This is an optimization exercise on Yosys and OpenROAD, whose aim is small area, not a production implementation. Function was checked by simulation only, so behaviour that the tests miss may differ from the original. No activity file was given, so power comes from the tool's default toggle rates.

## mkMAC
module mkMAC(CLK,
	     RST_N,
	     get_values_multiplicand1,
	     get_values_multiplicand2,
	     get_values_addend,
	     get_values_mode,
	     EN_get_values,
	     RDY_get_values,
	     mac_result,
	     RDY_mac_result);
Settings: LEC_CHECK=0, CAP_MARGIN=20, CORE_MARGIN=2, CORE_UTILIZATION=40, CTS_BUF_LIST=sky130_fd_sc_hd__clkbuf_4 sky130_fd_sc_hd__clkbuf_8, CTS_CLUSTER_DIAMETER=60, CTS_CLUSTER_SIZE=18, GPL_TIMING_DRIVEN=0, SETUP_SLACK_MARGIN=0.1, SLEW_MARGIN=20, SYNTH_HIERARCHICAL=1, SYNTH_MINIMUM_KEEP_SIZE=0; clock period 9.0 ns.
standard.sh (not shown) runs the stock make flow with config.mk's settings and CLKGATE_MAP_FILE= SYNTH_SCRIPT=/design/flow/synth_recipe.tcl, a recipe that flattens the netlist after the stock synthesis.
==> flow/flow/run.sh <==
#!/bin/bash
# Layout flow: the standard ORFS flow, with the port buffers made from
# sky130_fd_sc_hd__buf_1 instead of the cell buffer_ports picks by default.
set -euo pipefail
bash standard.sh 'BUFFER_PORTS_ARGS=-buffer_cell sky130_fd_sc_hd__buf_1' finish > standard_flow.log 2>&1
Rerun with:
Settings changed: CTS_CLUSTER_DIAMETER 60 to not set, CTS_CLUSTER_SIZE 18 to not set, SETUP_SLACK_MARGIN 0.1 to not set.
Outcome: Synthesized cell count is unchanged. Setup slack is worse by 0.094 ns. Synthesized area is unchanged. Routed wire length climbs by 0.85%.

== v28 ==
mkMAC, a different RTL version from the one above (not shown whole).
For scale: ~330 flip-flops, about 37000 sq um of cells after synthesis.
clock: 9.0 ns
lec_check: 0
cap_margin: 20
core_margin: 2
core_utilization: 50
cts_buf_list: sky130_fd_sc_hd__clkbuf_4 sky130_fd_sc_hd__clkbuf_8
cts_cluster_diameter: 50
cts_cluster_size: 16
gpl_timing_driven: 0
setup_slack_margin: 0.05
slew_margin: 20
synth_hierarchical: 1
synth_minimum_keep_size: 0
==> flow/flow/run.sh <==
#!/bin/bash
# Layout flow: the standard ORFS flow, with the port buffers made from
# sky130_fd_sc_hd__buf_1 and the synthesis buffers removed before placement
# (the resizer rebuffers where needed).
set -euo pipefail
bash standard.sh 'BUFFER_PORTS_ARGS=-buffer_cell sky130_fd_sc_hd__buf_1' REMOVE_ABC_BUFFERS=1 finish > standard_flow.log 2>&1
v28: flow completed, timing, DRC and antenna clean
Here is what was changed in the inputs of v13 compared with v28.
Settings: changing CTS_CLUSTER_DIAMETER from 50 to 45; changing CORE_UTILIZATION from 50 to 60; changing SETUP_SLACK_MARGIN from 0.05 to 0.1.
## What came out
[compare] base=v28 new=v13: final setup slack of the worst path increased by 0.036 ns relative to the old numbers; combinational share of power increased by 0.4 points relative to the old numbers. When v13 is set beside v28, its overall global routing resource usage turns out to be 7.9 points larger.
For v8, these inputs were changed with respect to v13:
Settings: CTS_CLUSTER_DIAMETER changed from 45 to 40; CTS_CLUSTER_SIZE changed from 16 to 10; CORE_UTILIZATION changed from 60 to 50.
### Flow results
get_values_mode[1] as the startpoint of the most critical setup path was reported by v8, and get_values_multiplicand2[0] by v13.
Sort v13 and v8 by wire length, descending, and v13 comes first.
Between v8 and v13, the post-route clock period utilization does not differ in any meaningful way.
In v8 the non-clock buffer instance count of the final layout turned out about 1.9% lower than in v13.
Against v13 as the reference, v8 delivers a lower all-layer global routing usage.
Leakage power of the design (lower): v13
The run with more setup slack is v8; v13 has less.
Changes in v22 relative to v8:
Settings: CORE_UTILIZATION: 50 -> 40; CTS_CLUSTER_SIZE: 10 -> 18; CTS_CLUSTER_DIAMETER: 40 -> 60.
v22 did not stop at any stage, and its layout met the timing, design-rule and antenna checks. Per the comparison of v22 with v8, horizontal extent of the die shows an increase of about 12%; wire length of the first global-routing pass shows an increase of 3.6%; largest fanout on the critical path shows an increase of 15; fraction of area in multi-input gates shows a reduction of 0.16 points. Diff v8 -> v22: detailed-route wire length climbed about 6.5%, clock tree buffer count of the final layout dropped 50%.
### v22 -> v3
Settings: CTS_CLUSTER_SIZE now 12, was 18; CTS_BUF_LIST now sky130_fd_sc_hd__clkbuf_2 sky130_fd_sc_hd__clkbuf_4 sky130_fd_sc_hd__clkbuf_8, was sky130_fd_sc_hd__clkbuf_4 sky130_fd_sc_hd__clkbuf_8; CTS_CLUSTER_DIAMETER now 40, was 60; CORE_UTILIZATION now 50, was 40.
--- outcome ---
Cell area | v3 below v22
v3 finished all stages; the layout is clean.
In the tables for v22 and v3, vertical die dimension reads higher with v22.
v3 vs. v22: level count of the clock H-tree went up by 1.
Row final standard cell count with taps included and fillers excluded: v3 lower / v22 higher
Diff v22 -> v3 | non-clock buffer count | decrease of 7.1%
Input changes introduced in v54 (baseline for comparison: v3):
Settings: CTS_CLUSTER_DIAMETER changed from 40 to 50; CTS_BUF_LIST changed from sky130_fd_sc_hd__clkbuf_2 sky130_fd_sc_hd__clkbuf_4 sky130_fd_sc_hd__clkbuf_8 to sky130_fd_sc_hd__clkbuf_4 sky130_fd_sc_hd__clkbuf_8; CTS_CLUSTER_SIZE changed from 12 to 16.
In v54 the total wire length turned out about 0.33% lower than in v3.
From v3 to v54 the numbers moved as follows: sum of met2 wire segment lengths after detailed routing essentially unchanged, clock network power now sits lower.
On combinational cell power, v3 tracks v54 almost exactly.
Diff v3 -> v54: highest cell delay on the worst timing path went up by 0.05 ns, via count fell by 239.
On worst setup slack, v3 beats v54.

Another version of the RTL of mkMAC (not shown whole).
For scale: about 3500 cells after synthesis, about 330 flip-flops, about 330 I/O pins, roughly 0.038 mm^2 of cells after synthesis.
Settings: LEC_CHECK=0, CAP_MARGIN=20, CORE_MARGIN=2, CORE_UTILIZATION=40, CTS_BUF_LIST=sky130_fd_sc_hd__clkbuf_4 sky130_fd_sc_hd__clkbuf_8, CTS_CLUSTER_DIAMETER=60, CTS_CLUSTER_SIZE=18, GPL_TIMING_DRIVEN=0, SETUP_SLACK_MARGIN=0.2, SLEW_MARGIN=20, SYNTH_HIERARCHICAL=1, SYNTH_MINIMUM_KEEP_SIZE=0; clock period 9.0 ns.
==> flow/flow/run.sh <==
#!/bin/bash
# Layout flow: the standard ORFS flow, with the port buffers made from
# sky130_fd_sc_hd__buf_1 and the synthesis buffers removed before placement
# (the resizer rebuffers where needed), and cells on paths with slack sized
# down after global routing.
set -euo pipefail
bash standard.sh 'BUFFER_PORTS_ARGS=-buffer_cell sky130_fd_sc_hd__buf_1' REMOVE_ABC_BUFFERS=1 RECOVER_POWER=100 finish > standard_flow.log 2>&1
The baseline finished with max-capacitance violations, max-slew violations left.
==> next run, changes <==
==> flow/flow/run.sh (replaced) <==
#!/bin/bash
# Layout flow: the standard ORFS flow, with the port buffers made from
# sky130_fd_sc_hd__buf_1 and the synthesis buffers removed before placement
# (the resizer rebuffers where needed).
set -euo pipefail
bash standard.sh 'BUFFER_PORTS_ARGS=-buffer_cell sky130_fd_sc_hd__buf_1' REMOVE_ABC_BUFFERS=1 finish > standard_flow.log 2>&1
- CTS_BUF_LIST: sky130_fd_sc_hd__clkbuf_4 sky130_fd_sc_hd__clkbuf_8 -> sky130_fd_sc_hd__clkbuf_16
- CTS_CLUSTER_DIAMETER: 60 -> 80
- CTS_CLUSTER_SIZE: 18 -> 30
- SETUP_SLACK_MARGIN: 0.2 -> 0.1
Outcome: This time the run ran to the end with no violations. Synthesized cell count stays the same. Non-clock buffer count goes down by 1. Final area goes up by 0.40%. Cell count goes down by 0.65%. Sequential power stays flat. Global-route usage goes down by 0.17 points. Core utilization goes up by 0.18 points. Worst setup slack gets worse by 100 ps. Via count barely changes. Critical path depth goes down by 2.

[re-timing with driven ports]
In the flow no input, the clock included, has a driving cell. The finished layouts below were timed again as built, in two steps.
Step 1: set_driving_cell puts a clkbuf_16 on CLK and a buf_2 on each other input, an assumption about the parent block.
Step 2 adds t to the input delays and takes it off the output delays; t is the mean of the earliest and latest rising clock arrival at the registers after step 1. Input paths then give back, and output paths get back, about the clock's delay inside the block.
a / b / c = ideal ports / drivers / drivers and shift; a / b = the first two.
| run | t, ns | setup slack, ns | worst setup path after step 2 |
|---|---|---|---|
| the first run of note 1 | 0.788 | 0.260 / 0.250 / -0.538 | input to register |
| the second run of note 1 | 0.784 | 0.166 / 0.083 / -0.701 | input to register |
| v28 | 0.794 | 0.175 / 0.219 / -0.575 | input to register |
| v13 | 0.790 | 0.211 / 0.251 / -0.539 | input to register |
| v8 | 0.744 | 0.222 / 0.191 / -0.553 | input to register |
| v22 | 0.772 | 0.189 / 0.189 / -0.492 | input to register |
| v3 | 0.745 | 0.340 / 0.324 / -0.421 | input to register |
| v54 | 0.793 | 0.228 / 0.221 / -0.572 | input to register |
| the first run of note 3 | 0.756 | 0.374 / 0.361 / -0.395 | input to register |
| the second run of note 3 | 0.723 | 0.270 / 0.238 / -0.485 | input to register |
The setup slack of the second run of note 1, which loses most, moves by -0.083 ns with the drivers and by -0.867 ns with both steps.
